Background: an optimization exercise with open tools, aiming at small area and a short achievable clock period. Do not read the settings as production practice.
Function was checked by simulation only, so behaviour that the tests miss may differ from the original.

==> flow/design.v (outline; a module is shown in full before it is edited, if it fits) <==
// module DCT: 3555 lines
// module dct_fa: 6 lines
// module dct_ha: 6 lines
// module dct_ao: 5 lines
// module dct_and: 5 lines
// module dct_not: 5 lines
module DCT(clk,rst_n,ena,done,
  data_in0,data_in1,data_in2,data_in3,data_in4,data_in5,data_in6,data_in7,
  data_out0,data_out1,data_out2,data_out3,data_out4,data_out5,data_out6,data_out7);
  // ...
==> flow/flow/run.sh <==
#!/bin/bash
# The standard layout, with plain buf_1 cells as the input/output port buffers
# (the standard flow picks a larger delay-buffer cell for them).
set -euo pipefail
export BUFFER_PORTS_ARGS="-buffer_cell sky130_fd_sc_hd__buf_1"
bash standard.sh > standard.log 2>&1
==> flow/standard.sh <==
#!/bin/bash
# synth_recipe.tcl (not shown) runs the flow's synth.tcl, then flattens the netlist and writes it again
# the make line also repeats each setting of config.mk as NAME=value (left out here)
make -C /OpenROAD-flow-scripts/flow DESIGN_CONFIG=/design/flow/config.mk WORK_HOME=/design/flow/orfs CLKGATE_MAP_FILE= SYNTH_SCRIPT=/design/flow/synth_recipe.tcl "${@:-finish}"
==> flow/config.mk <==
export PLATFORM = sky130hd
export DESIGN_NAME = DCT
export DESIGN_NICKNAME = DCT
export VERILOG_FILES = /design/flow/design.v
export SDC_FILE = /design/flow/constraint.sdc
export NUM_CORES = 4
export LEC_CHECK = 0
export CAP_MARGIN = 20
export CORE_MARGIN = 2
export CORE_UTILIZATION = 40
export CTS_CLUSTER_DIAMETER = 70
export CTS_CLUSTER_SIZE = 30
export SETUP_SLACK_MARGIN = 1.5
export SLEW_MARGIN = 20
export SYNTH_HIERARCHICAL = 1
export SYNTH_MINIMUM_KEEP_SIZE = 0
==> flow/constraint.sdc <==
create_clock -name core_clock -period 4.5 [get_ports {clk}]
set_input_delay 0.9000 -clock core_clock [delete_from_list [all_inputs] [get_ports {clk}]]
set_output_delay 0.9000 -clock core_clock [all_outputs]
set_load 0.01 [all_outputs]
==> impl_results.md, run 1 <==
* Run status: no timing/DRC/antenna violations
* Iter 0 DRT Violations at 451
* CP peak stage delay at 540 ps
* DR vias at 14,100
* Maximum fanout along the worst path at 4
* Worst path cell trace: inv_1 -> fa_1 -> inv_1 -> fa_1 -> inv_1 -> ha_1 -> and2_1 -> a21o_1 -> a21o_1 -> a21o_1 -> xor2_1
* WP data required at 4980 ps
* Placeable Area at 0.0627 mm^2
* IO Count at 228
* Crit path time final at 2890 ps
* #FFs+latches synth at 372
* Most common cell after layout, fill and taps aside: fa_1
* Critical Path End Type: register
* Place WS at 1380 ps
* Yosys cell types at 12
* Period Utilization, post-route at 0.643
* Buffer share of cell area at 0.0321
* Routed len/inst at 16.4 um
* Cell area after synthesis at 0.0252 mm^2
* Slowest CP cell: fa_1
* TritonCTS clock tree: built
* Setup Crit Path Kind: register to register
* Asr flop ratio synth at 0.00806
* Clock-cell share of area at 0.0422
* Worst R2R Start: ra_p2[2]
* # DRC at 0
==> inputs of run 2 (changes only) <==
--- a/flow/config.mk
+++ b/flow/config.mk
@@ -10,7 +10,7 @@
 export CORE_UTILIZATION = 40
 export CTS_CLUSTER_DIAMETER = 70
 export CTS_CLUSTER_SIZE = 30
-export SETUP_SLACK_MARGIN = 1.5
+export SETUP_SLACK_MARGIN = 1.9
 export SLEW_MARGIN = 20
 export SYNTH_HIERARCHICAL = 1
 export SYNTH_MINIMUM_KEEP_SIZE = 0
==> impl_results.md, run 2 <==
* Asr flop ratio synth at 0.00806 (unchanged)
* Vias per cell at 4.50
* Setup Skew at 31.1 ps
* Maximum fanout along the worst path at 4 (unchanged)
* Post-synthesis cell count at 2,100
* Largest net degree at the start of global routing at 24
* Std-Cell Rows at 92
* Final Hold Fails at 0
* Fin cells at 3,236
* Placed cell areas at 0.0264 mm^2
* Synth area leaders: dfxtp_1, fa_1, ha_1
* Yosys cell types at 12 (unchanged)
* Max clock buf depth at 3
* Yosys top cell by area: dfxtp_1
* Die Span Y at 255 um
* IO buf count at 225
* DP Wirelength at 43,100 um
* # DRC at 0 (unchanged)
* Setup Crit Path Kind: register to register
* Vias in the first global route at 15,900
* Run status: no timing/DRC/antenna violations
* EDFF count, synth at 0
* Share of post-route cells with drive strength above 1 at 0.153
* Routed len/inst at 16.5 um (+0.56%)
* First-pass GRT wire length at 84,800 um
* Die X at 255 um
* WP data required at 5010 ps (+30 ps)
* Final nets at 3,071
* Most frequent cell after synthesis: dfxtp_1
* IO Count at 228 (unchanged)
* Placeable Area at 0.0627 mm^2 (unchanged)
* Fillers at 5,684
* Syn. warnings at 7
* Cells after DPL at 3,056
* WL final at 53,500 um
* Layout overhead on the synthesized area at 15.7%
* Most common cell after layout, fill and taps aside: fa_1
* Setup TNS at 0 ps
* Syn avg cell area at 12.0 um^2
* Cell area after synthesis at 0.0252 mm^2 (unchanged)
* CP Launch Type: register
* H-tree depth at 1
* Multi-input logic area at 0.0162 mm^2
* Slew Viols, Final at 0
* Overall Global Routing Usage at 0.169
* Commonest register cell after synthesis: dfxtp_1
* Synth top area share at 0.293
* Global route overflow at 0
* Synth cell count leaders: dfxtp_1, fa_1, inv_1
* Most frequent cells in the layout: fa_1, a21o_1, dfxtp_1
* #FFs+latches synth at 372 (unchanged)
* Initial antenna violation count at 19
* Register area share after synthesis at 0.296
* Period Utilization, post-route at 0.626 (-0.0171)
* Cts bufs inserted at 31
* Clk latency of the worst-skew pair at 630 ps
* Root buf cell: clkbuf_16
* Sequential Area at 0.00770 mm^2
* Clk sinks at 372
* Iter 0 DRT Violations at 394 (-13%)
* Max cap viols at 0
* Critical Path End Type: register
* DRT Pass-1 Iters at 4
* Crit path DAT at 3330 ps
* Finished Cell Area at 0.0292 mm^2
* RSZ-0062 raised after global routing: yes
* Crit path time final at 2820 ps (-76.8 ps)
* Hold Path Class: input port to asynchronous set/reset pin
* Fmax at 355 MHz
* Final Wtd Congestion at 0.816
* Initial cell density of the core at 0.402
* Die area at 0.0651 mm^2
* Clock transition at path regs at 90 ps
* Post-route ant nets at 0
* TritonCTS clock tree: built
* DR vias at 14,600 (+3.6%)
* Final setup violation count at 0
## run 2: cell counts after synthesis
No cell type changed its count.
## run 2: stage by stage
step,hold slack [ps],worst slack [ps],util
2_1_floorplan,310,1830,-
3_3_place_gp,318,1510,0.421
3_5_place_dp,314,1530,0.421
4_1_cts,16.4,1710,0.454
5_1_grt,33.0,1590,0.465
6_report,58.3,1680,0.465
## run 2: kinds of logic (layout without fill, tap and decap cells)
family / after synthesis / count (layout) / share of synthesized area
buf+inv: 435 / 718 / 0.0820
other cells: 1 / 8 / 0.000149
compound gates: 316 / 316 / 0.0941
flops: 372 / 372 / 0.296
xor+xnor: 215 / 215 / 0.0747
simple gates: 125 / 125 / 0.0317
fa+ha+maj: 636 / 636 / 0.421
## run 2: repair_timing
item | 4_1_cts | 5_1_grt
hold buffers | 0 | 0
setup endpoints to repair | 89 | 68
gates cloned | 0 | 0
pin swaps | 47 | 83
gates resized for setup | 109 | 90
buffers inserted | 71 | 46
## run 2: area by class of cell
cell class	count	share of cell area
well taps	846	0.0363
multi-input cells	1294	0.555
diodes	6	0.000515
flip-flops and latches	372	0.264
clock buffers	35	0.0278
clock inverters	22	0.0104
inverters	319	0.0418
repair buffers	342	0.0642
## run 2: critical path: stages (launching register included)
cell	delay, ps
dfxtp_4	370
fa_1	560
inv_2	50
fa_1	540
inv_2	60
ha_4	210
and2_4	130
a21o_4	210
a21o_1	220
a21o_1	220
a21o_1	160
## run 2: path summary, 6_finish.rpt
kind,from,end,slack (ps),cells past startpoint
setup reg to reg,ra_p2[2],rv[11],1680,10
setup / recovery,ra_p2[2],rv[11],1680,10
hold reg to reg,rya1[0],ry1[0],330,0
max in group asynchronous,rst_n,vld[0],4290,1
hold / removal,rst_n,vld[2],60,1
min in group core_clock,rya1[0],ry1[0],330,0
## run 2: Yosys stat by module (local to each module, per instance)
module	cells inside	copies in the design
DCT	747	1
dct_and	1	118
dct_ao	1	316
dct_ha	1	281
dct_not	1	283
dct_fa	1	355
## run 2: per-layer routing
metal | part of all wire | wire [um] | vias up | global-route usage
met5 | 0.0027 | 146 | - | 0
met4 | 0.020 | 1080 | 24 | 0.0388
met3 | 0.057 | 3040 | 82 | 0.0383
met1 | 0.46 | 24400 | 7187 | 0.230
li1 | - | - | 7060 | -
met2 | 0.46 | 24800 | 222 | 0.275
==> inputs of run 3 (changes only) <==
--- a/flow/config.mk
+++ b/flow/config.mk
@@ -10,7 +10,8 @@
 export CORE_UTILIZATION = 40
 export CTS_CLUSTER_DIAMETER = 70
 export CTS_CLUSTER_SIZE = 30
-export SETUP_SLACK_MARGIN = 1.9
+export PLACE_DENSITY = 0.7
+export SETUP_SLACK_MARGIN = 1.75
 export SLEW_MARGIN = 20
 export SYNTH_HIERARCHICAL = 1
 export SYNTH_MINIMUM_KEEP_SIZE = 0
==> impl_results.md, run 3 <==
* Initial antenna violation count at 14 (-5)
* Vias in the first global route at 15,800 (-0.47%)
* Register area share after synthesis at 0.296 (unchanged)
* Hold buffer count at CTS at 0 (unchanged)
* Routed len/inst at 16.4 um (-0.51%)
* Most common cell after layout, fill and taps aside: fa_1
* Die X at 255 um (unchanged)
* Post-synthesis cell count at 2,100 (unchanged)
* Clk latency of the worst-skew pair at 600 ps (-30 ps)
* Root buf cell: clkbuf_16
* R2R Path End: rd[11]
* WL final at 51,900 um (-2.9%)
* Reg2Reg Setup Slack at 1660 ps (-20 ps)
* Vias per cell at 4.52 (+0.39%)
* IO Count at 228 (unchanged)
* Cts bufs inserted at 26 (-16%)
* Run status: no timing/DRC/antenna violations
* Placed cell areas at 0.0263 mm^2 (-0.54%)
* Clock transition at path regs at 90 ps (about the same)
* EDFF count, synth at 0 (unchanged)
* RSZ-0062 raised after global routing: yes
* Period Utilization, post-route at 0.631 (+0.00484)
* WP data required at 4980 ps (-30 ps)
* Cells after DPL at 3,056 (unchanged)
* Setup Skew at 32.9 ps (+1.79 ps)
* Most frequent cell after synthesis: dfxtp_1
* Syn. warnings at 7 (unchanged)
* Critical Path End Type: register
* Synth top area share at 0.293 (unchanged)
* DR vias at 14,300 (-2.0%)
* Placeable Area at 0.0627 mm^2 (unchanged)
* Final setup violation count at 0 (unchanged)
* Final Hold Fails at 0 (unchanged)
* Crit path DAT at 3320 ps (about the same)
* TritonCTS clock tree: built
* Setup Crit Path Kind: register to register
* Max clock buf depth at 3 (unchanged)
* Post-route ant nets at 0 (unchanged)
* CP Launch Type: register
* Yosys cell types at 12 (unchanged)
* Fmax at 352 MHz (-0.77%)
* Reg2Reg Depth at 9 (-1)
* Overall Global Routing Usage at 0.164 (-0.00492)
* Die Span Y at 255 um (unchanged)
* Layout overhead on the synthesized area at 11.4%
* # DRC at 0 (unchanged)
* Slew Viols, Final at 0 (unchanged)
* Setup TNS at 0 ps (unchanged)
* Synth cell count leaders: dfxtp_1, fa_1, inv_1
* Maximum fanout along the worst path at 4 (unchanged)
* Std-Cell Rows at 92 (unchanged)
* Post-layout util at 0.448 (-0.0174)
* Clk sinks at 372 (unchanged)
* Hold Path Class: input port to asynchronous set/reset pin
* Syn avg cell area at 12.0 um^2 (unchanged)
* Yosys top cell by area: dfxtp_1
* Asr flop ratio synth at 0.00806 (unchanged)
* IO buf count at 225 (unchanged)
* Most frequent cells in the layout: fa_1, a21o_1, dfxtp_1
* H-tree depth at 1 (unchanged)
* Normalized max-slew margin at 0.639
* Largest net degree at the start of global routing at 31 (+29%)
* Worst R2R Start: ra_p0[3]
* Die area at 0.0651 mm^2 (unchanged)
* Final nets at 2,998 (-2.4%)
* Cell area after synthesis at 0.0252 mm^2 (unchanged)
* Max cap viols at 0 (unchanged)
* Commonest register cell after synthesis: dfxtp_1
* Synth area leaders: dfxtp_1, fa_1, ha_1
* DRT Pass-1 Iters at 4 (unchanged)
* Fin cells at 3,159 (-2.4%)
* Iter 0 DRT Violations at 461 (+17%)
* Initial cell density of the core at 0.402 (unchanged)
* Crit path time final at 2840 ps (+21.8 ps)
* Global route overflow at 0 (unchanged)
* Least-Margin Pin Slew at 540 ps
* Final Wtd Congestion at 0.861 (+5.5%)
* First-pass GRT wire length at 82,700 um (-2.5%)
* #FFs+latches synth at 372 (unchanged)
* Share of post-route cells with drive strength above 1 at 0.0845 (-0.0686)
* Finished Cell Area at 0.0281 mm^2 (-3.7%)
* DP Wirelength at 43,300 um (+0.44%)
run 3: cell count changes in the layout (fill, tap and decap cells not counted), moves of 5 or more:
cell	change
buf_12	-7
fa_2	-40
fa_1	+40
ha_1	+8
dfxtp_1	+16
buf_6	-12
dfxtp_4	-9
inv_1	+20
inv_2	-19
xor2_1	+5
buf_4	-48
ha_4	-8
dfxtp_2	-7
run 3: critical path, stage by stage, from the launching register on:
cell	delay, ps
dfxtp_4	380
inv_4	40
fa_1	510
fa_2	610
ha_4	220
a21o_1	160
a21o_1	210
a21o_1	240
a21o_1	200
a21o_1	170
run 3: layer usage:
metal | global-route usage | wire [um] | up-vias | share of wire
met5 | 0 | 104 | - | 0.0020
met4 | 0.0416 | 1220 | 16 | 0.023
met3 | 0.0356 | 2870 | 77 | 0.055
met2 | 0.276 | 24700 | 209 | 0.48
met1 | 0.215 | 23100 | 7089 | 0.44
li1 | - | - | 6893 | -
run 3: worst max path at each step:
stage / startpoint / end / slack (ps) / cells after the start
global placement: ra_m0[6] / ryb5[8] / 1400 / 6
detailed placement: ra_m0[6] / ryb5[8] / 1360 / 6
finish: ra_p0[3] / rd[11] / 1660 / 9
global route: ra_p0[3] / rd[11] / 1600 / 9
floorplan: ra_p1[2] / rv[10] / 1740 / 11
CTS: ra_p0[3] / rd[10] / 1600 / 9
run 3: layout make-up:
cell class,instances,area [um^2]
Multi-Input combinational cell,1294,15900
Fill cell,5716,34700
Clock buffer,29,703
Timing Repair Buffer,274,1220
Sequential cell,372,7660
Inverter,319,1210
Antenna cell,6,15.0
Clock inverter,19,305
Tap cell,846,1060
run 3: Yosys stat by module, one instance, submodules excluded:
module / times used / flip-flops and latches
DCT: 1 / 372
dct_fa: 355 / 0
dct_ha: 281 / 0
dct_ao: 316 / 0
dct_and: 118 / 0
dct_not: 283 / 0
run 3: kinds of logic after synthesis:
logic type | Yosys count | synth area share
buffers and inverters | 435 | 0.0820
flip-flops | 372 | 0.296
adder cells (fa/ha/maj) | 636 | 0.421
AND/OR/NAND/NOR | 125 | 0.0317
AO/OA/AOI/OAI | 316 | 0.0941
other | 1 | 0.000149
XOR/XNOR | 215 | 0.0747
run 3: metrics by stage:
step,setup WS [ps],hold slack [ps]
2_1_floorplan,1740,310
3_3_place_gp,1400,319
3_5_place_dp,1360,318
4_1_cts,1600,67.2
5_1_grt,1600,86.1
6_report,1660,98.0
run 3: timing repair:
item                                    in CTS  in global routing
pin swaps                                   15                 35
setup buffers                               15                 34
endpoints found under the setup margin      85                 49
resized for setup                           97                 40
==> inputs of run 4 (changes only) <==
--- a/flow/config.mk
+++ b/flow/config.mk
@@ -10,7 +10,7 @@
 export CORE_UTILIZATION = 40
 export CTS_CLUSTER_DIAMETER = 70
 export CTS_CLUSTER_SIZE = 30
-export PLACE_DENSITY = 0.7
+export GPL_ROUTABILITY_DRIVEN = 0
 export SETUP_SLACK_MARGIN = 1.75
 export SLEW_MARGIN = 20
 export SYNTH_HIERARCHICAL = 1
==> impl_results.md, run 4 <==
* IO buf count at 225 (unchanged)
* Root buf cell: clkbuf_16
* Global route overflow at 0 (unchanged)
* Top Usage Layer GRT: met2
* Asr flop ratio synth at 0.00806 (unchanged)
* Clock transition at path regs at 90 ps (about the same)
* Max clock buf depth at 3 (unchanged)
* Layout overhead on the synthesized area at 11.7%
* Critical Path End Type: register
* Initial cell density of the core at 0.402 (unchanged)
* Most frequent cells in the layout: fa_1, a21o_1, inv_1
* First-pass GRT wire length at 83,600 um (+1.1%)
* WL final at 51,900 um (about the same)
* # DRC at 0 (unchanged)
* Run status: no timing/DRC/antenna violations
* #FFs+latches synth at 372 (unchanged)
* Vias in the first global route at 15,700 (-0.42%)
* Register area share after synthesis at 0.296 (unchanged)
* Finished Cell Area at 0.0282 mm^2 (+0.32%)
* Maximum fanout along the worst path at 3 (-1)
* Overall Global Routing Usage at 0.166 (+0.00221)
* Hold Path Class: input port to asynchronous set/reset pin
* Synth area leaders: dfxtp_1, fa_1, ha_1
* Cts bufs inserted at 30 (+15%)
* Die Span Y at 255 um (unchanged)
* Fmax at 357 MHz (+1.5%)
* Fin cells at 3,155 (-0.13%)
* Final setup violation count at 0 (unchanged)
* Synth top area share at 0.293 (unchanged)
* Slew Viols, Final at 0 (unchanged)
* DP Wirelength at 42,800 um (-1.2%)
* Slowest CP cell: fa_1
* Most common cell after layout, fill and taps aside: fa_1
* EDFF count, synth at 0 (unchanged)
* Period Utilization, post-route at 0.622 (-0.00903)
* Post-synthesis cell count at 2,100 (unchanged)
* Die area at 0.0651 mm^2 (unchanged)
* Met2 Track Usage GR at 0.272 (-0.00458)
* Iter 0 DRT Violations at 374 (-19%)
* Worst path cell trace: buf_6 -> fa_1 -> fa_1 -> ha_4 -> a21o_1 -> a21o_1 -> a21o_1 -> a21o_1 -> a21o_1
* Setup Crit Path Kind: register to register
* H-tree depth at 1 (unchanged)
* Std-Cell Rows at 92 (unchanged)
* Yosys cell types at 12 (unchanged)
* Clk sinks at 372 (unchanged)
* Share of post-route cells with drive strength above 1 at 0.0877 (+0.00315)
* Placeable Area at 0.0627 mm^2 (unchanged)
* Setup Skew at 36.5 ps (+3.60 ps)
* Syn avg cell area at 12.0 um^2 (unchanged)
* Vias per cell at 4.53 (about the same)
* RSZ-0062 raised after global routing: yes
* GR Util met1 at 0.227 (+0.0124)
* Placed cell areas at 0.0263 mm^2 (unchanged)
* Cells after DPL at 3,056 (unchanged)
* Routed len/inst at 16.5 um (+0.13%)
* WP data required at 4990 ps (about the same)
* Die X at 255 um (unchanged)
* Cell area after synthesis at 0.0252 mm^2 (unchanged)
* Fillers at 5,861 (+2.5%)
* TritonCTS clock tree: built
* Crit path time final at 2800 ps (-40.6 ps)
* Syn. warnings at 7 (unchanged)
* Final Hold Fails at 0 (unchanged)
* CP Launch Type: register
* Max cap viols at 0 (unchanged)
* Most frequent cell after synthesis: dfxtp_1
* Hold buffer count at CTS at 0 (unchanged)
* Setup TNS at 0 ps (unchanged)
* Synth cell count leaders: dfxtp_1, fa_1, inv_1
* Clk latency of the worst-skew pair at 620 ps (+20 ps)
* DR vias at 14,300 (-0.042%)
* DRT Pass-1 Iters at 4 (unchanged)
* CP peak stage delay at 580 ps (-30 ps)
* Most frequent CP cell: a21o_1
* Initial antenna violation count at 12 (-2)
* Commonest register cell after synthesis: dfxtp_1
* Yosys top cell by area: dfxtp_1
* Post-layout util at 0.449 (+0.00142)
* Crit path DAT at 3290 ps (-30 ps)
* IO Count at 228 (unchanged)
* Largest net degree at the start of global routing at 29 (-6.5%)
* Final nets at 2,991 (-0.23%)
* Post-route ant nets at 0 (unchanged)
* Met3 Use GR at 0.0305 (-0.00508)
run 4: changes by cell type in the layout (fill, tap and decap cells not counted), moves of 3 or more:
cell and delta:
clkbuf_16 +4, dfxtp_1 -3, inv_6 +6, buf_4 -11
dfxtp_2 +3
run 4: area by class of cell:
cell class | count | area, um^2 | area share
sequential | 372 | 7660 | 0.272
clock buffer | 32 | 790 | 0.0280
timing repair buffer | 263 | 1140 | 0.0405
inverter | 319 | 1210 | 0.0430
antenna | 5 | 12.5 | 0.000444
clock inverter | 24 | 339 | 0.0120
multi-input combinational | 1294 | 16000 | 0.566
tap | 846 | 1060 | 0.0376
run 4: path summary, 6_finish.rpt:
| path | start | to | slack, ps | depth (start not counted) |
|---|---|---|---|---|
| hold / removal | rst_n | vld[2] | 80 | 1 |
| hold reg to reg | rya1[0] | ry1[0] | 340 | 0 |
| setup reg to reg | ra_p0[3] | ru[11] | 1700 | 9 |
| min in group core_clock | rya1[0] | ry1[0] | 340 | 0 |
| max in group asynchronous | rst_n | vld[1] | 4260 | 1 |
| setup / recovery | ra_p0[3] | ru[11] | 1700 | 9 |
run 4: logic make-up after synthesis:
kind of cell | after synthesis | share of synthesized area
compound gates | 316 | 0.0941
xor+xnor | 215 | 0.0747
fa+ha+maj | 636 | 0.421
buf+inv | 435 | 0.0820
flops | 372 | 0.296
other cells | 1 | 0.000149
simple gates | 125 | 0.0317
run 4: Yosys stat by module (local to each module, per instance):
module   flip-flops and latches  area [um^2]  copies in the design
DCT                         372        10400                     1
dct_and                       0         6.26                   118
dct_fa                        0         20.0                   355
dct_ha                        0         12.5                   281
dct_not                       0         3.75                   283
dct_ao                        0         7.51                   316
run 4: through the flow:
stage	setup slack [ps]	hold WS (ps)
3_5_place_dp	1380	319
2_1_floorplan	1740	310
3_3_place_gp	1400	321
6_report	1700	83.8
4_1_cts	1690	44.6
5_1_grt	1640	53.6
run 4: worst max-delay path, delay by kind of cell (launching register included):
kind	cells	cell delay (ps)
compound gates	5	950
fa+ha+maj	3	1270
buf+inv	1	120
flops	1	360
run 4: what timing repair did:
action                                  4_1_cts  5_1_grt
buffers inserted                             13       25
endpoints found under the setup margin       84       48
pin swaps                                    23       26
gates resized for setup                      99       47
run 4: per-layer routing:
metal,wire length (um),vias to the layer above
met5,114,-
met4,1190,18
met3,2600,71
met2,24000,230
met1,24000,7067
li1,-,6892
==> inputs of run 5 (changes only) <==
--- a/flow/config.mk
+++ b/flow/config.mk
@@ -10,8 +10,8 @@
 export CORE_UTILIZATION = 40
 export CTS_CLUSTER_DIAMETER = 70
 export CTS_CLUSTER_SIZE = 30
-export GPL_ROUTABILITY_DRIVEN = 0
 export SETUP_SLACK_MARGIN = 1.75
 export SLEW_MARGIN = 20
 export SYNTH_HIERARCHICAL = 1
 export SYNTH_MINIMUM_KEEP_SIZE = 0
+export TNS_END_PERCENT = 10
==> impl_results.md, run 5 <==
* Root buf cell: clkbuf_16
* Hold Path Class: input port to asynchronous set/reset pin
* Iter 0 DRT Violations at 412 (+10%)
* EDFF count, synth at 0 (unchanged)
* Slowest CP cell: fa_1
* Layout overhead on the synthesized area at 9.83%
* Yosys cell types at 12 (unchanged)
* Period Utilization, post-route at 0.642 (+0.0200)
* Vias in the first global route at 15,500 (-1.1%)
* Asr flop ratio synth at 0.00806 (unchanged)
* Slew Viols, Final at 0 (unchanged)
* Vias per cell at 4.52 (-0.18%)
* Finished Cell Area at 0.0277 mm^2 (-1.7%)
* Final setup violation count at 0 (unchanged)
* Die Span Y at 255 um (unchanged)
* Top Usage Layer GRT: met2
* Overall Global Routing Usage at 0.166 (about the same)
* Worst path cell trace: fa_1 -> fa_1 -> ha_1 -> and2_1 -> a21o_1 -> a21o_1 -> a21o_1 -> xor2_1
* Clk sinks at 372 (unchanged)
* Final Wtd Congestion at 0.819
* GR Util met1 at 0.231 (+0.00353)
* Synth top area share at 0.293 (unchanged)
* Syn avg cell area at 12.0 um^2 (unchanged)
* IO buf count at 225 (unchanged)
* Post-route ant nets at 0 (unchanged)
* Place WS at 1320 ps (-59.3 ps)
* Fillers at 5,850 (-0.19%)
* Placed cell areas at 0.0263 mm^2 (about the same)
* Commonest register cell after synthesis: dfxtp_1
* Max clock buf depth at 3 (unchanged)
* #FFs+latches synth at 372 (unchanged)
* RSZ-0062 raised after global routing: yes
* Met3 Use GR at 0.0272 (-0.00336)
* Cell area after synthesis at 0.0252 mm^2 (unchanged)
* WP data required at 4960 ps (-30 ps)
* Hold buffer count at CTS at 0 (unchanged)
* Routed len/inst at 16.6 um (+1.0%)
* Fin cells at 3,129 (-0.82%)
* Final Hold Fails at 0 (unchanged)
* Initial antenna violation count at 12 (unchanged)
* Setup Skew at 39.5 ps (+3.02 ps)
* Critical Path End Type: register
* Maximum fanout along the worst path at 4 (+1)
* Die area at 0.0651 mm^2 (unchanged)
* Cts bufs inserted at 31 (+3.3%)
* WL final at 52,000 um (+0.21%)
* Clk latency of the worst-skew pair at 620 ps (about the same)
* Crit path time final at 2890 ps (+90.0 ps)
* Met2 Track Usage GR at 0.272 (+0.000311)
* CP peak stage delay at 580 ps (about the same)
* Setup WS post-layout at 1610 ps (-90.0 ps)
* DR vias at 14,100 (-1.0%)
* Normalized max-slew margin at 0.522
* Setup TNS at 0 ps (unchanged)
* Max cap viols at 0 (unchanged)
* Cells after DPL at 3,057 (+0.033%)
* Die X at 255 um (unchanged)
* Synth cell count leaders: dfxtp_1, fa_1, inv_1
* Most frequent cell after synthesis: dfxtp_1
* Initial cell density of the core at 0.402 (unchanged)
* TritonCTS clock tree: built
* Global route overflow at 0 (unchanged)
* # DRC at 0 (unchanged)
* Largest net degree at the start of global routing at 27 (-6.9%)
* Std-Cell Rows at 92 (unchanged)
* First-pass GRT wire length at 83,200 um (-0.50%)
* Register area share after synthesis at 0.296 (unchanged)
* Syn. warnings at 7 (unchanged)
* Setup Crit Path Kind: register to register
* Least-Margin Pin Slew at 715 ps
* Most frequent cells in the layout: fa_1, a21o_1, dfxtp_1
* Final nets at 2,966 (-0.84%)
* Most frequent CP cell: a21o_1
* Crit path DAT at 3350 ps (+60 ps)
* DRT Pass-1 Iters at 4 (unchanged)
* Reg2Reg Setup Slack at 1610 ps (-90 ps)
* Yosys top cell by area: dfxtp_1
* H-tree depth at 1 (unchanged)
* Share of post-route cells with drive strength above 1 at 0.0654 (-0.0223)
* Fmax at 346 MHz (-3.1%)
* Synth area leaders: dfxtp_1, fa_1, ha_1
* Placeable Area at 0.0627 mm^2 (unchanged)
* CP Launch Type: register
* Run status: no timing/DRC/antenna violations
* Post-synthesis cell count at 2,100 (unchanged)
* Clock transition at path regs at 90 ps (about the same)
* DP Wirelength at 43,500 um (+1.5%)
* IO Count at 228 (unchanged)
* Most common cell after layout, fill and taps aside: fa_1
-- run 5: logic make-up after synthesis --
family | Yosys count | share of synthesized area
fa+ha+maj | 636 | 0.421
buf+inv | 435 | 0.0820
flops | 372 | 0.296
compound gates | 316 | 0.0941
xor+xnor | 215 | 0.0747
simple gates | 125 | 0.0317
other cells | 1 | 0.000149
-- run 5: per-stage QoR --
step | hold WS, ps | util
after floorplan | 310 | -
after global placement | 320 | 0.419
after detailed placement | 313 | 0.419
after CTS | 32.3 | 0.438
after global routing | 42.4 | 0.441
final | 68.6 | 0.441
-- run 5: modules after synthesis (local to each module, per instance) --
module,area [um^2],copies in the design,flip-flops and latches
DCT,10400,1,372
dct_and,6.26,118,0
dct_ao,7.51,316,0
dct_fa,20.0,355,0
dct_ha,12.5,281,0
dct_not,3.75,283,0
-- run 5: final cells by class --
class	instances	area (um^2)	area share
multi-input combinational	1294	15800	0.570
clock inverter	23	300	0.0108
timing repair buffer	237	935	0.0338
clock buffer	33	793	0.0286
antenna	5	12.5	0.000452
inverter	319	1200	0.0434
sequential	372	7600	0.274
tap	846	1060	0.0382
-- run 5: path summary, 6_finish.rpt --
kind | from | to | depth (start not counted)
max reg2reg | ra_p0[3] | rs[7] | 8
max | ra_p0[3] | rs[7] | 8
min reg2reg | rya1[0] | ry1[0] | 0
min | rst_n | vld[1] | 1
max in group asynchronous | rst_n | vld[0] | 1
min in group core_clock | rya1[0] | ry1[0] | 0
-- run 5: metal layers --
layer | part of all wire | vias up
met5 | 0.0021 | -
met4 | 0.020 | 18
met3 | 0.052 | 70
met2 | 0.46 | 230
met1 | 0.46 | 6978
li1 | - | 6839
-- run 5: worst max-delay path, delay by kind of cell, from the launching register on --
family / cells / cell delay, ps
fa+ha+maj: 3 / 1330
compound gates: 3 / 590
flops: 1 / 370
xor+xnor: 1 / 320
simple gates: 1 / 170
-- run 5: repair_timing --
| action | 4_1_cts | 5_1_grt |
|---|---|---|
| buffers inserted | 6 | 5 |
| pin swaps | 2 | 14 |
| endpoints found under the setup margin | 90 | 75 |
| resized for setup | 56 | 43 |
==> inputs of run 6 (changes only) <==
--- a/flow/config.mk
+++ b/flow/config.mk
@@ -14,4 +14,4 @@
 export SLEW_MARGIN = 20
 export SYNTH_HIERARCHICAL = 1
 export SYNTH_MINIMUM_KEEP_SIZE = 0
-export TNS_END_PERCENT = 10
+export TNS_END_PERCENT = 50
==> impl_results.md, run 6 <==
* Run status: no timing/DRC/antenna violations
* Overall Global Routing Usage at 0.167 (+0.000599)
* TritonCTS clock tree: built
* Die area at 0.0651 mm^2 (unchanged)
* Sequential Area at 0.00765 mm^2 (+0.68%)
* Layout overhead on the synthesized area at 11.2%
* Vias in the first global route at 15,600 (+0.32%)
* DR vias at 14,300 (+1.2%)
* Most frequent cell after synthesis: dfxtp_1
* Setup WS post-layout at 1700 ps (+90.2 ps)
* Clock transition at path regs at 90 ps (about the same)
* Critical Path End Type: register
* Synth cell count leaders: dfxtp_1, fa_1, inv_1
* Final nets at 2,989 (+0.78%)
* Clk sinks at 372 (unchanged)
* Syn. warnings at 7 (unchanged)
* Max cap viols at 0 (unchanged)
* Final Hold Fails at 0 (unchanged)
* Largest net degree at the start of global routing at 27 (unchanged)
* Clk latency of the worst-skew pair at 610 ps (about the same)
* Placeable Area at 0.0627 mm^2 (unchanged)
* Initial antenna violation count at 12 (unchanged)
* Die X at 255 um (unchanged)
* CP Launch Type: register
* DP Wirelength at 43,500 um (unchanged)
* Post-route ant nets at 0 (unchanged)
* Multi-input logic area at 0.0159 mm^2 (+0.73%)
* Std-Cell Rows at 92 (unchanged)
* Post-layout util at 0.447 (+0.00557)
* Die Span Y at 255 um (unchanged)
* Setup TNS at 0 ps (unchanged)
* WL final at 52,500 um (+0.92%)
* Setup Crit Path Kind: register to register
* Iter 0 DRT Violations at 374 (-9.2%)
* Routed len/inst at 16.7 um (+0.28%)
* Register area share after synthesis at 0.296 (unchanged)
* Hold Path Class: input port to asynchronous set/reset pin
* Crit path time final at 2800 ps (-90.2 ps)
* Slew Viols, Final at 0 (unchanged)
* IO buf count at 225 (unchanged)
* Asr flop ratio synth at 0.00806 (unchanged)
* DRT Pass-1 Iters at 4 (unchanged)
* H-tree depth at 1 (unchanged)
* Cell area after synthesis at 0.0252 mm^2 (unchanged)
* EDFF count, synth at 0 (unchanged)
* Vias per cell at 4.54 (+0.56%)
* Period Utilization, post-route at 0.622 (-0.0200)
* Global route overflow at 0 (unchanged)
* # DRC at 0 (unchanged)
* Final setup violation count at 0 (unchanged)
* First-pass GRT wire length at 83,500 um (+0.39%)
* Final Wtd Congestion at 0.819 (unchanged)
* WP data required at 4980 ps (+20 ps)
* Root buf cell: clkbuf_16
* Fmax at 357 MHz (+3.2%)
* Synth area leaders: dfxtp_1, fa_1, ha_1
* Synth top area share at 0.293 (unchanged)
* Post-synthesis cell count at 2,100 (unchanged)
* Share of post-route cells with drive strength above 1 at 0.0834 (+0.0180)
* Most common cell after layout, fill and taps aside: fa_1
* Commonest register cell after synthesis: dfxtp_1
* Most frequent cells in the layout: fa_1, a21o_1, dfxtp_1
* Cts bufs inserted at 31 (unchanged)
* Crit path DAT at 3280 ps (-70 ps)
* Initial cell density of the core at 0.402 (unchanged)
* Syn avg cell area at 12.0 um^2 (unchanged)
* #FFs+latches synth at 372 (unchanged)
* Hold buffer count at CTS at 0 (unchanged)
* Fillers at 5,826 (-0.41%)
* IO Count at 228 (unchanged)
* Yosys top cell by area: dfxtp_1
* Yosys cell types at 12 (unchanged)
* Place WS at 1320 ps (unchanged)
* RSZ-0062 raised after global routing: yes
* Maximum fanout along the worst path at 4 (unchanged)
* Max clock buf depth at 3 (unchanged)
* Setup Skew at 35.4 ps (-4.17 ps)
run 6: timing repair:
item                                    4_1_cts  5_1_grt
setup buffers                                20       14
gates resized for setup                     106       34
pin swaps                                    17       27
endpoints found under the setup margin       90       48
run 6: stage by stage:
step           instance area, um^2  instances  hold WS, ps
2_1_floorplan                25200       2101          310
3_3_place_gp                 26300       3057          320
3_5_place_dp                 26300       3057          313
4_1_cts                      27800       3133         32.3
5_1_grt                      28000       3149         42.4
6_report                     28000       3149         70.4
run 6: metal layers:
metal / wire length (um) / part of all wire / vias up / global-route usage
met3: 2250 / 0.043 / 72 / 0.0264
met2: 24400 / 0.46 / 221 / 0.272
met4: 1100 / 0.021 / 18 / 0.0414
met1: 24700 / 0.47 / 7101 / 0.232
met5: 112 / 0.0021 / - / 0
li1: - / - / 6893 / -
run 6: final cells by class:
type / instances / area share
multi-input cells: 1294 / 0.567
flip-flops and latches: 372 / 0.273
clock inverters: 23 / 0.0107
diodes: 2 / 0.000178
inverters: 319 / 0.0433
well taps: 846 / 0.0378
repair buffers: 260 / 0.0396
clock buffers: 33 / 0.0283
run 6: cells by family (layout without fill, tap and decap cells):
logic type / after synthesis / after routing / share of synthesized area
other cells: 1 / 4 / 0.000149
fa+ha+maj: 636 / 636 / 0.421
buf+inv: 435 / 635 / 0.0820
compound gates: 316 / 316 / 0.0941
xor+xnor: 215 / 215 / 0.0747
flops: 372 / 372 / 0.296
simple gates: 125 / 125 / 0.0317
run 6: worst paths after layout:
kind / start / to / slack, ps / depth (start not counted)
worst max-delay path: ra_p0[3] / rd[11] / 1700 / 9
worst min-delay path: rst_n / vld[1] / 70 / 1
worst max register to register: ra_p0[3] / rd[11] / 1700 / 9
worst min register to register: rya1[0] / ry1[0] / 340 / 0
max in group asynchronous: rst_n / vld[0] / 4280 / 1
min in group core_clock: rya1[0] / ry1[0] / 340 / 0
run 6: Yosys stat by module, one instance, submodules excluded:
module | cells inside | times used
DCT | 747 | 1
dct_fa | 1 | 355
dct_ha | 1 | 281
dct_ao | 1 | 316
dct_and | 1 | 118
dct_not | 1 | 283
run 6: critical path: stages, from the launching register on:
cell     delay [ps]
dfxtp_4         370
inv_1            50
fa_1            460
fa_1            600
ha_4            230
a21o_1          170
a21o_1          190
a21o_1          250
a21o_1          200
a21o_1          180
==> inputs of run 7 (changes only) <==
--- a/flow/config.mk
+++ b/flow/config.mk
@@ -14,4 +14,3 @@
 export SLEW_MARGIN = 20
 export SYNTH_HIERARCHICAL = 1
 export SYNTH_MINIMUM_KEEP_SIZE = 0
-export TNS_END_PERCENT = 50
==> impl_results.md, run 7 <==
* Run status: no timing/DRC/antenna violations
* Commonest register cell after synthesis: dfxtp_1
* Post-Route Hold Slack at 49.2 ps (-21.1 ps)
* Most frequent cell after synthesis: dfxtp_1
* Period Utilization, post-route at 0.621 (-0.00128)
* Vias in the first global route at 15,200 (-2.4%)
* Die X at 255 um (unchanged)
* Overall Global Routing Usage at 0.165 (-0.00135)
* First-pass GRT wire length at 82,900 um (-0.73%)
* Share of post-route cells with drive strength above 1 at 0.0873 (+0.00385)
* DP Wirelength at 43,000 um (-1.0%)
* Yosys top cell by area: dfxtp_1
* Worst R2R Start: ra_p1[2]
* Reg2Reg Depth at 11 (+2)
* Std-Cell Rows at 92 (unchanged)
* CP Launch Type: register
* Clock transition at path regs at 90 ps (about the same)
* Final Wtd Congestion at 0.815 (-0.46%)
* #FFs+latches synth at 372 (unchanged)
* Most frequent cells in the layout: fa_1, a21o_1, inv_1
* Finished Cell Area at 0.0282 mm^2 (+0.66%)
* Reg2Reg Setup Slack at 1710 ps (about the same)
* Synth cell count leaders: dfxtp_1, fa_1, inv_1
* Post-synthesis cell count at 2,100 (unchanged)
* Cts bufs inserted at 31 (unchanged)
* Final nets at 3,000 (+0.37%)
* Setup WS post-layout at 1710 ps (+5.74 ps)
* Clk sinks at 372 (unchanged)
* Syn avg cell area at 12.0 um^2 (unchanged)
* Critical Path End: rv[10]
* Crit path DAT at 3300 ps (+20 ps)
* Most common cell after layout, fill and taps aside: fa_1
* Initial cell density of the core at 0.402 (unchanged)
* Setup Skew at 42.4 ps (+7.02 ps)
* WL final at 52,000 um (-1.1%)
* Crit path time final at 2790 ps (-5.74 ps)
* H-tree depth at 1 (unchanged)
* Layout overhead on the synthesized area at 11.9%
* Hold Path Class: input port to asynchronous set/reset pin
* R2R Path End: rv[10]
* Root buf cell: clkbuf_16
* WP data required at 5010 ps (+30 ps)
* Clk latency of the worst-skew pair at 640 ps (+30 ps)
* Final setup violation count at 0 (unchanged)
* IO Count at 228 (unchanged)
* DR vias at 14,200 (-0.78%)
* Maximum fanout along the worst path at 4 (unchanged)
* Iter 0 DRT Violations at 469 (+25%)
* Initial antenna violation count at 4 (-8)
* DRT Pass-1 Iters at 4 (unchanged)
* EDFF count, synth at 0 (unchanged)
* Register area share after synthesis at 0.296 (unchanged)
* Origin of the worst setup path: ra_p1[2]
* IO buf count at 225 (unchanged)
* Syn. warnings at 7 (unchanged)
* Place WS at 1360 ps (+37.2 ps)
* Die Span Y at 255 um (unchanged)
* TritonCTS clock tree: built
* Post-route ant nets at 0 (unchanged)
* Die area at 0.0651 mm^2 (unchanged)
* # DRC at 0 (unchanged)
* Fmax at 358 MHz (+0.21%)
* Placed cell areas at 0.0263 mm^2 (about the same)
* Critical Path End Type: register
* Cell area after synthesis at 0.0252 mm^2 (unchanged)
* Placeable Area at 0.0627 mm^2 (unchanged)
* Asr flop ratio synth at 0.00806 (unchanged)
* Final Hold Fails at 0 (unchanged)
* Yosys cell types at 12 (unchanged)
* Routed len/inst at 16.4 um (-1.5%)
* Max cap viols at 0 (unchanged)
* Largest net degree at the start of global routing at 26 (-3.7%)
* Synth area leaders: dfxtp_1, fa_1, ha_1
* RSZ-0062 raised after global routing: yes
* Post-layout util at 0.450 (+0.00295)
* Setup TNS at 0 ps (unchanged)
* Vias per cell at 4.49 (-1.2%)
* Max clock buf depth at 3 (unchanged)
* Synth top area share at 0.293 (unchanged)
* Global route overflow at 0 (unchanged)
* Setup Crit Path Kind: register to register
* Slew Viols, Final at 0 (unchanged)
run 7: through the flow:
stage	cells
after floorplan	2101
after CTS	3135
final	3162
after detailed placement	3057
after global routing	3160
after global placement	3057
run 7: kinds of logic (layout without fill, tap and decap cells):
kind of cell             Yosys count  in the layout  synth area share
XOR/XNOR                         215            215            0.0747
AND/OR/NAND/NOR                  125            125            0.0317
AO/OA/AOI/OAI                    316            316            0.0941
buffers and inverters            435            648            0.0820
flip-flops                       372            372             0.296
other                              1              4          0.000149
adder cells (fa/ha/maj)          636            636             0.421
run 7: routing by layer:
layer	vias to the layer above	GRT usage	wire (um)
met5	-	0	34
met4	6	0.0359	918
met3	55	0.0222	1940
met2	200	0.267	24000
met1	7032	0.237	25100
li1	6901	-	-
run 7: Yosys stat by module, one instance, submodules excluded:
| module | cells | flip-flops and latches | copies in the design |
|---|---|---|---|
| dct_not | 1 | 0 | 283 |
| dct_ha | 1 | 0 | 281 |
| dct_ao | 1 | 0 | 316 |
| dct_fa | 1 | 0 | 355 |
| DCT | 747 | 372 | 1 |
| dct_and | 1 | 0 | 118 |
run 7: cell type report:
| type | instances | area [um^2] |
|---|---|---|
| tap | 846 | 1060 |
| multi-input combinational | 1294 | 15900 |
| timing repair buffer | 271 | 1200 |
| clock inverter | 26 | 415 |
| sequential | 372 | 7660 |
| antenna | 2 | 5.00 |
| inverter | 319 | 1210 |
| fill | 5843 | 34500 |
| clock buffer | 32 | 779 |
run 7: how the worst min path moves through the flow:
stage	from	endpoint	cells after the start
4_1_cts	rst_n	vld[2]	1
3_5_place_dp	rya7[0]	ry7[0]	0
5_1_grt	rst_n	vld[2]	1
6_report	rst_n	vld[2]	1
2_1_floorplan	rya1[0]	ry1[0]	0
3_3_place_gp	rya7[0]	ry7[0]	0
run 7: worst max-delay path, stage by stage, from the launching register on:
cell and delay, ps:
dfxtp_4 390, inv_2 40, fa_1 530, inv_1 50, fa_1 490, inv_2 50
ha_4 210, and2_4 130, a21o_1 220, a21o_1 230, a21o_1 190, xor2_1 150
run 7: repair_timing:
item                                    in CTS  in global routing
setup buffers                               20                 25
pin swaps                                   18                 20
resized for setup                           90                 48
endpoints found under the setup margin      88                 56
hold buffers                                 0                  0
==> inputs of run 8 (changes only) <==
--- a/flow/config.mk
+++ b/flow/config.mk
@@ -14,3 +14,4 @@
 export SLEW_MARGIN = 20
 export SYNTH_HIERARCHICAL = 1
 export SYNTH_MINIMUM_KEEP_SIZE = 0
+export TNS_END_PERCENT = 20
==> impl_results.md, run 8 <==
* RSZ-0062 raised after global routing: yes
* Most frequent CP cell: a21o_1
* IO buf count at 225 (unchanged)
* Share of post-route cells with drive strength above 1 at 0.0739 (-0.0134)
* Adder-Cell Fraction of Synth Area at 0.421 (unchanged)
* Cts bufs inserted at 31 (unchanged)
* CP Launch Type: register
* Final nets at 2,974 (-0.87%)
* Reg2Reg Depth at 9 (-2)
* Initial antenna violation count at 12 (+8)
* Family with the most delay on the worst path: adder cells
* Max cap viols at 0 (unchanged)
* Main combinational cell family by area after synthesis: adder cells
* Crit path time final at 2800 ps (+4.48 ps)
* Std-Cell Rows at 92 (unchanged)
* DRT Pass-1 Iters at 4 (unchanged)
* Placeable Area at 0.0627 mm^2 (unchanged)
* Initial cell density of the core at 0.402 (unchanged)
* Fillers at 5,835 (-0.14%)
* WP data required at 4970 ps (-40 ps)
* Vias per cell at 4.53 (+0.85%)
* Hold Path Class: input port to asynchronous set/reset pin
* WL final at 52,200 um (+0.36%)
* Die X at 255 um (unchanged)
* Setup Crit Path Kind: register to register
* Synth cell count leaders: dfxtp_1, fa_1, inv_1
* Worst R2R Start: ra_p0[3]
* # DRC at 0 (unchanged)
* Post-route ant nets at 0 (unchanged)
* Syn avg cell area at 12.0 um^2 (unchanged)
* Die Span Y at 255 um (unchanged)
* Slew Viols, Final at 0 (unchanged)
* Multi-input logic area at 0.0159 mm^2 (-0.22%)
* First-pass GRT wire length at 83,300 um (+0.48%)
* H-tree depth at 1 (unchanged)
* Slowest CP cell: fa_1
* Asr flop ratio synth at 0.00806 (unchanged)
* Most common cell after layout, fill and taps aside: fa_1
* Clk sinks at 372 (unchanged)
* Global route overflow at 0 (unchanged)
* Root buf cell: clkbuf_16
* Die area at 0.0651 mm^2 (unchanged)
* Maximum fanout along the worst path at 4 (unchanged)
* Post-synthesis mux area share at 0 (unchanged)
* Post-synthesis cell count at 2,100 (unchanged)
* Clk latency of the worst-skew pair at 620 ps (-20 ps)
* Simple-gate share of the synthesized area at 0.0317 (unchanged)
* TritonCTS clock tree: built
* Period Utilization, post-route at 0.622 (+0.000996)
* Sequential Area at 0.00762 mm^2 (-0.54%)
* Reg2Reg Setup Slack at 1700 ps (about the same)
* R2R Path End: rd[9]
* EDFF count, synth at 0 (unchanged)
* DR vias at 14,200 (-0.014%)
* Crit path DAT at 3260 ps (-40 ps)
* IO Count at 228 (unchanged)
* Overall Global Routing Usage at 0.166 (+0.000953)
* Vias in the first global route at 15,600 (+2.2%)
* Fmax at 357 MHz (-0.16%)
* Post-synthesis xor/xnor area fraction at 0.0747 (unchanged)
* DP Wirelength at 43,500 um (+1.1%)
* Run status: no timing/DRC/antenna violations
* Cell area after synthesis at 0.0252 mm^2 (unchanged)
* Routed len/inst at 16.6 um (+1.2%)
* Iter 0 DRT Violations at 369 (-21%)
* Final setup violation count at 0 (unchanged)
* Synth area leaders: dfxtp_1, fa_1, ha_1
* Syn. warnings at 7 (unchanged)
* Setup TNS at 0 ps (unchanged)
* Commonest register cell after synthesis: dfxtp_1
* Largest net degree at the start of global routing at 27 (+3.8%)
* Worst path cell trace: inv_2 -> fa_1 -> fa_1 -> ha_4 -> and2_4 -> a21o_1 -> a21o_1 -> a21o_1 -> xor2_1
* Post-layout util at 0.444 (-0.00620)
* Yosys top cell by area: dfxtp_1
* Critical Path End Type: register
* Yosys cell types at 12 (unchanged)
* Most frequent cell after synthesis: dfxtp_1
* #FFs+latches synth at 372 (unchanged)
* Final Wtd Congestion at 0.819 (+0.47%)
* Least-Margin Pin Slew at 705 ps
* Synth top area share at 0.293 (unchanged)
* Clock transition at path regs at 90 ps (about the same)
* Normalized max-slew margin at 0.529
* Final Hold Fails at 0 (unchanged)
* Most frequent cells in the layout: fa_1, a21o_1, dfxtp_1
* Layout overhead on the synthesized area at 10.4%
* Setup Skew at 40.6 ps (-1.79 ps)
* Buf/Inv on CP at 1 (-2)
* Compound-Gate Fraction of Synth Area at 0.0941 (unchanged)
* CP peak stage delay at 600 ps (+70 ps)
* Max clock buf depth at 3 (unchanged)
* Register area share after synthesis at 0.296 (unchanged)
==> run 8: per-stage QoR <==
step	cells	setup slack (ps)	cell area [um^2]	hold WS, ps
after floorplan	2101	1720	25200	310
after global placement	3057	1400	26300	320
after detailed placement	3057	1320	26300	313
after CTS	3124	1580	27500	32.3
after global routing	3134	1610	27800	42.4
final	3135	1700	27800	69.0
==> run 8: timing repair <==
item	CTS	global route
setup endpoints to repair	90	64
pin swaps	2	18
hold buffers	0	0
cloned	0	0
gates resized for setup	65	54
buffers inserted	11	8
==> run 8: layer usage <==
layer	up-vias	wire length (um)	GRT usage
met4	18	1020	0.0389
met2	225	24200	0.272
li1	6856	-	-
met5	-	104	0
met3	72	2520	0.0272
met1	7021	24300	0.231
==> run 8: kinds of logic (layout without fill, tap and decap cells) <==
kind of cell / Yosys count / in the layout
compound gates: 316 / 316
xor+xnor: 215 / 215
fa+ha+maj: 636 / 636
buf+inv: 435 / 620
flops: 372 / 372
other cells: 1 / 5
simple gates: 125 / 125
==> run 8: how the worst max path moves through the flow <==
stage	end	from	slack (ps)	cells past startpoint
3_5_place_dp	ryb7[6]	ra_m2[4]	1320	5
6_report	rd[9]	ra_p0[3]	1700	9
3_3_place_gp	ryb7[6]	ra_m2[4]	1400	5
5_1_grt	rd[10]	ra_p0[2]	1610	9
4_1_cts	rv[10]	ra_p1[2]	1580	11
2_1_floorplan	ryb1[3]	ra_m1[1]	1720	6
==> run 8: Yosys stat by module, one instance, submodules excluded <==
module / times used / cell area (um^2) / flip-flops and latches
dct_and: 118 / 6.26 / 0
DCT: 1 / 10400 / 372
dct_fa: 355 / 20.0 / 0
dct_ao: 316 / 7.51 / 0
dct_not: 283 / 3.75 / 0
dct_ha: 281 / 12.5 / 0
==> run 8: cell type report <==
| type | count | share of cell area |
|---|---|---|
| diodes | 3 | 0.000270 |
| clock buffers | 33 | 0.0285 |
| clock inverters | 23 | 0.0108 |
| inverters | 319 | 0.0433 |
| multi-input cells | 1294 | 0.570 |
| flip-flops and latches | 372 | 0.274 |
| well taps | 846 | 0.0380 |
| repair buffers | 245 | 0.0357 |
==> run 8: worst reg2reg max path, delay by kind of cell (launching register included) <==
family                   cells  cell delay, ps
AND/OR/NAND/NOR              1             150
flip-flops                   1             380
XOR/XNOR                     1             160
AO/OA/AOI/OAI                3             670
buffers and inverters        1              40
adder cells (fa/ha/maj)      3            1290
==> inputs of run 9 (changes only) <==
--- a/flow/config.mk
+++ b/flow/config.mk
@@ -8,10 +8,9 @@
 export CAP_MARGIN = 20
 export CORE_MARGIN = 2
 export CORE_UTILIZATION = 40
-export CTS_CLUSTER_DIAMETER = 70
-export CTS_CLUSTER_SIZE = 30
+export CTS_CLUSTER_DIAMETER = 60
+export CTS_CLUSTER_SIZE = 25
 export SETUP_SLACK_MARGIN = 1.75
 export SLEW_MARGIN = 20
 export SYNTH_HIERARCHICAL = 1
 export SYNTH_MINIMUM_KEEP_SIZE = 0
-export TNS_END_PERCENT = 20
==> impl_results.md, run 9 <==
* Cts bufs inserted at 37 (+19%)
* Slowest CP cell: fa_1
* Metal3 WL at 2620 um (+3.8%)
* Post-synthesis mux area share at 0 (unchanged)
* Clock transition at path regs at 80 ps (about the same)
* Most frequent cell after synthesis: dfxtp_1
* Clk sinks at 372 (unchanged)
* DR vias at 14,200 (+0.37%)
* Initial cell density of the core at 0.402 (unchanged)
* Fillers at 5,822 (-0.22%)
* IO buf count at 225 (unchanged)
* Yosys cell types at 12 (unchanged)
* Sequential Area at 0.00765 mm^2 (+0.39%)
* DRT Pass-1 Iters at 4 (unchanged)
* Largest net degree at the start of global routing at 24 (-11%)
* Multi-input logic area at 0.0160 mm^2 (+0.66%)
* Simple-gate share of the synthesized area at 0.0317 (unchanged)
* WL final at 52,200 um (about the same)
* Finished Cell Area at 0.0284 mm^2 (+2.0%)
* Register area share after synthesis at 0.296 (unchanged)
* Crit path DAT at 3260 ps (about the same)
* Setup Crit Path Kind: register to register
* Compound-Gate Fraction of Synth Area at 0.0941 (unchanged)
* Vias in the first global route at 15,300 (-1.8%)
* Root buf cell: clkbuf_16
* Slew Viols, Final at 0 (unchanged)
* Die X at 255 um (unchanged)
* Asr flop ratio synth at 0.00806 (unchanged)
* Layout overhead on the synthesized area at 12.6%
* Post-synthesis cell count at 2,100 (unchanged)
* # DRC at 0 (unchanged)
* Highest Signal Layer: met5
* Worst R2R Start: ra_p2[2]
* DP Wirelength at 43,000 um (-1.0%)
* Global route overflow at 0 (unchanged)
* Reg2Reg Setup Slack at 1690 ps (-20 ps)
* Final nets at 3,006 (+1.1%)
* Final setup violation count at 0 (unchanged)
* Max cap viols at 0 (unchanged)
* Synth top area share at 0.293 (unchanged)
* Setup Skew at 18.2 ps (-22.4 ps)
* Buf/Inv on CP at 2 (+1)
* Crit path time final at 2810 ps (+15.8 ps)
* Die Span Y at 255 um (unchanged)
* H-tree depth at 2 (+1)
* RSZ-0062 raised after global routing: yes
* Syn. warnings at 7 (unchanged)
* #FFs+latches synth at 372 (unchanged)
* Most frequent CP cell: a21o_1
* Maximum fanout along the worst path at 4 (unchanged)
* Reg2Reg Depth at 10 (+1)
* Initial antenna violation count at 7 (-5)
* Worst path cell trace: fa_1 -> inv_2 -> fa_1 -> inv_2 -> ha_4 -> and2_4 -> a21o_1 -> a21o_1 -> a21o_1 -> xor2_1
* Syn avg cell area at 12.0 um^2 (unchanged)
* Critical Path End Type: register
* Overall Global Routing Usage at 0.167 (+0.00110)
* M1 WL at 24,700 um (+1.7%)
* Hold buffer count at CTS at 0 (unchanged)
* Vias per cell at 4.49 (-0.80%)
* CP peak stage delay at 550 ps (-50 ps)
* Post-synthesis xor/xnor area fraction at 0.0747 (unchanged)
* Std-Cell Rows at 92 (unchanged)
* WP data required at 4950 ps (-20 ps)
* Synth area leaders: dfxtp_1, fa_1, ha_1
* Adder-Cell Fraction of Synth Area at 0.421 (unchanged)
* Run status: no timing/DRC/antenna violations
* CP Launch Type: register
* Post-Route Hold Slack at 131 ps (+61.8 ps)
* TritonCTS clock tree: built
* EDFF count, synth at 0 (unchanged)
* Final Hold Fails at 0 (unchanged)
* Die area at 0.0651 mm^2 (unchanged)
* Placeable Area at 0.0627 mm^2 (unchanged)
* Hold Path Class: input port to asynchronous set/reset pin
* Most common cell after layout, fill and taps aside: fa_1
* Commonest register cell after synthesis: dfxtp_1
* Cell area after synthesis at 0.0252 mm^2 (unchanged)
* Max clock buf depth at 3 (unchanged)
* WL met2 at 23,800 um (-1.6%)
* First-pass GRT wire length at 83,400 um (+0.17%)
* Most frequent cells in the layout: fa_1, a21o_1, dfxtp_1
* Post-route ant nets at 0 (unchanged)
* Fmax at 355 MHz (-0.56%)
* Final Wtd Congestion at 0.815 (-0.46%)
* Share of post-route cells with drive strength above 1 at 0.0951 (+0.0212)
* Iter 0 DRT Violations at 445 (+21%)
* Routed len/inst at 16.5 um (-1.1%)
* Main combinational cell family by area after synthesis: adder cells
* IO Count at 228 (unchanged)
* R2R Path End: rv[10]
* Setup TNS at 0 ps (unchanged)
* Family with the most delay on the worst path: adder cells
* Period Utilization, post-route at 0.625 (+0.00351)
* Clk latency of the worst-skew pair at 560 ps (-60 ps)
* Yosys top cell by area: dfxtp_1
* Placed cell areas at 0.0263 mm^2 (about the same)
* Synth cell count leaders: dfxtp_1, fa_1, inv_1
run 9: final cells by class:
cell class	instances	share of cell area
Antenna cell	3	0.000264
Clock buffer	41	0.0350
Timing Repair Buffer	271	0.0430
Clock inverter	26	0.0104
Tap cell	846	0.0373
Sequential cell	372	0.269
Inverter	319	0.0427
Multi-Input combinational cell	1294	0.562
run 9: worst max-delay path by stage:
| stage | cells after the start | slack (ps) | startpoint | to |
|---|---|---|---|---|
| floorplan | 11 | 1740 | ra_p1[2] | rv[10] |
| global placement | 6 | 1400 | ra_m0[6] | ryb5[8] |
| detailed placement | 5 | 1360 | ra_m2[4] | ryb7[6] |
| CTS | 11 | 1670 | ra_p2[2] | ru[11] |
| global route | 11 | 1620 | ra_p1[2] | rv[10] |
| finish | 10 | 1690 | ra_p2[2] | rv[10] |
run 9: stage by stage:
step	worst slack (ps)	utilization	std cells
finish	1690	0.453	3172
global route	1620	0.453	3171
CTS	1670	0.446	3144
detailed placement	1360	0.419	3057
global placement	1400	0.419	3057
floorplan	1740	-	2101
run 9: cells by family after synthesis:
logic type | after synthesis
AOI/OAI and AO/OA | 316
xor gates and xnor gates | 215
adders and majority gates | 636
buffers and inverters | 435
DFF | 372
other | 1
and+or+nand+nor | 125
run 9: metal layers:
metal / vias to the layer above / GRT usage
li1: 6920 / -
met1: 7016 / 0.237
met2: 243 / 0.266
met3: 59 / 0.0302
met4: 6 / 0.0413
met5: - / 0
run 9: timing repair:
item / CTS / global route
hold endpoints to repair: 0 / 0
setup buffers: 20 / 25
gates resized for setup: 98 / 48
pin swaps: 18 / 26
gates cloned: 0 / 0
setup endpoints to repair: 89 / 55
run 9: modules after synthesis, one instance, submodules excluded:
module / cells / copies in the design / area, um^2 / flip-flops and latches
dct_and: 1 / 118 / 6.26 / 0
dct_ha: 1 / 281 / 12.5 / 0
dct_ao: 1 / 316 / 7.51 / 0
DCT: 747 / 1 / 10400 / 372
dct_fa: 1 / 355 / 20.0 / 0
dct_not: 1 / 283 / 3.75 / 0
==> inputs of run 10 (changes only) <==
--- a/flow/config.mk
+++ b/flow/config.mk
@@ -8,9 +8,10 @@
 export CAP_MARGIN = 20
 export CORE_MARGIN = 2
 export CORE_UTILIZATION = 40
-export CTS_CLUSTER_DIAMETER = 60
-export CTS_CLUSTER_SIZE = 25
+export CTS_CLUSTER_DIAMETER = 70
+export CTS_CLUSTER_SIZE = 30
 export SETUP_SLACK_MARGIN = 1.75
 export SLEW_MARGIN = 20
 export SYNTH_HIERARCHICAL = 1
 export SYNTH_MINIMUM_KEEP_SIZE = 0
+export TNS_END_PERCENT = 30
==> impl_results.md, run 10 <==
* Max cap viols at 0 (unchanged)
* Most common cell after layout, fill and taps aside: fa_1
* TritonCTS clock tree: built
* DP Wirelength at 43,500 um (+1.1%)
* Final nets at 2,976 (-1.0%)
* IO Count at 228 (unchanged)
* # DRC at 0 (unchanged)
* Vias in the first global route at 15,600 (+1.8%)
* Syn avg cell area at 12.0 um^2 (unchanged)
* Initial cell density of the core at 0.402 (unchanged)
* Die Span Y at 255 um (unchanged)
* Final Wtd Congestion at 0.819 (+0.47%)
* Period Utilization, post-route at 0.621 (-0.00448)
* IO buf count at 225 (unchanged)
* Setup Skew at 40.8 ps (+22.6 ps)
* Yosys top cell by area: dfxtp_1
* Share of post-route cells with drive strength above 1 at 0.0765 (-0.0186)
* Cts bufs inserted at 31 (-16%)
* Die X at 255 um (unchanged)
* Cell area after synthesis at 0.0252 mm^2 (unchanged)
* Clk latency of the worst-skew pair at 620 ps (+60 ps)
* Clk sinks at 372 (unchanged)
* RSZ-0062 raised after global routing: yes
* Crit path time final at 2790 ps (-20.2 ps)
* Post-route ant nets at 0 (unchanged)
* Routed len/inst at 16.7 um (+1.2%)
* Commonest register cell after synthesis: dfxtp_1
* Synth area leaders: dfxtp_1, fa_1, ha_1
* Clock transition at path regs at 90 ps (about the same)
* DR vias at 14,200 (-0.31%)
* Slew Viols, Final at 0 (unchanged)
* Syn. warnings at 7 (unchanged)
* Hold Path Class: input port to asynchronous set/reset pin
* Post-synthesis cell count at 2,100 (unchanged)
* Setup TNS at 0 ps (unchanged)
* Run status: no timing/DRC/antenna violations
* Global route overflow at 0 (unchanged)
* Final Hold Fails at 0 (unchanged)
* Synth top area share at 0.293 (unchanged)
* Finished Cell Area at 0.0279 mm^2 (-1.8%)
* Placeable Area at 0.0627 mm^2 (unchanged)
* Std-Cell Rows at 92 (unchanged)
* Largest net degree at the start of global routing at 27 (+13%)
* Final setup violation count at 0 (unchanged)
* Most frequent cells in the layout: fa_1, a21o_1, dfxtp_1
* #FFs+latches synth at 372 (unchanged)
[run 10: final timing paths]
path                           from      to  slack [ps]  depth (start not counted)
setup reg to reg           ra_p0[3]   rd[9]        1710                          9
hold reg to reg             rya1[0]  ry1[0]         340                          0
min in group core_clock     rya1[0]  ry1[0]         340                          0
setup / recovery           ra_p0[3]   rd[9]        1710                          9
hold / removal                rst_n  vld[1]          70                          1
max in group asynchronous     rst_n  vld[0]        4280                          1
[run 10: worst max-delay path, stage by stage, from the launching register on]
cell and delay, ps:
dfxtp_4 380, inv_2 40, fa_1 460, fa_1 590, ha_4 230, and2_4 150
a21o_1 220, a21o_1 250, a21o_1 180, xor2_1 160
[run 10: timing repair]
action,CTS,global route
pin swaps,2,21
setup endpoints to repair,90,59
setup buffers,11,10
resized for setup,67,59
[run 10: final cells by class]
type                       instances  area, um^2
timing repair buffer             247        1010
fill                            5837       34900
sequential                       372        7630
inverter                         319        1210
tap                              846        1060
antenna                            3        7.51
clock buffer                      33         793
multi-input combinational       1294       15900
clock inverter                    23         300
[run 10: modules after synthesis, one instance, submodules excluded]
| module | cell area [um^2] | times used | cells inside |
|---|---|---|---|
| DCT | 10400 | 1 | 747 |
| dct_fa | 20.0 | 355 | 1 |
| dct_ha | 12.5 | 281 | 1 |
| dct_ao | 7.51 | 316 | 1 |
| dct_and | 6.26 | 118 | 1 |
| dct_not | 3.75 | 283 | 1 |
[run 10: metrics by stage]
step	hold slack, ps	setup WS, ps	instances	utilization
finish	68.9	1710	3137	0.444
global route	42.4	1610	3136	0.444
CTS	32.3	1580	3124	0.439
detailed placement	313	1320	3057	0.419
global placement	320	1400	3057	0.419
floorplan	310	1720	2101	-
[run 10: cell families (layout without fill, tap and decap cells)]
logic type	after synthesis	count (layout)	share of synthesized area
compound gates	316	316	0.0941
simple gates	125	125	0.0317
fa+ha+maj	636	636	0.421
buf+inv	435	622	0.0820
other cells	1	5	0.000149
xor+xnor	215	215	0.0747
flops	372	372	0.296
[run 10: routing by layer]
layer	share of wire	global-route usage
met5	0.0021	0
met1	0.47	0.231
met2	0.47	0.272
met3	0.046	0.0264
met4	0.019	0.0389

==> afterwards: timing with drivers on the ports <==
The flow's constraints put no driver on any port. The routed layouts listed below were extracted and timed again, unchanged, in two steps.
Step 1 (the two cells are an assumption about what drives the block):
set clk [get_ports {clk}]
set_driving_cell -lib_cell sky130_fd_sc_hd__clkbuf_16 $clk
set_driving_cell -lib_cell sky130_fd_sc_hd__buf_2 [delete_from_list [all_inputs] $clk]
Step 2 also shifts input and output timing later by t, the mid clock arrival at the registers, as if the neighbouring blocks saw the same clock.
Slacks: ideal / step 1 / step 2; pairs: ideal / step 1.
run	t (ns)	setup slack, ns	worst setup path at the end	cell pins on the clock port's net
run 1	0.659	1.605 / 1.605 / 1.534	input to register	1
run 2	0.669	1.682 / 1.682 / 1.576	input to register	1
run 3	0.639	1.660 / 1.660 / 1.555	input to register	1
run 4	0.656	1.701 / 1.701 / 1.564	input to register	1
run 5	0.652	1.611 / 1.611 / 1.611	register to register	1
run 6	0.649	1.701 / 1.701 / 1.601	input to register	1
run 7	0.679	1.707 / 1.707 / 1.596	input to register	1
run 8	0.651	1.702 / 1.702 / 1.607	input to register	1
run 9	0.611	1.686 / 1.686 / 1.572	input to register	1
run 10	0.653	1.706 / 1.706 / 1.604	input to register	1
After both steps every run listed still meets setup and hold. For run 4, which loses most, drivers alone change the setup slack by 0.000 ns; drivers and shift together by -0.137 ns.
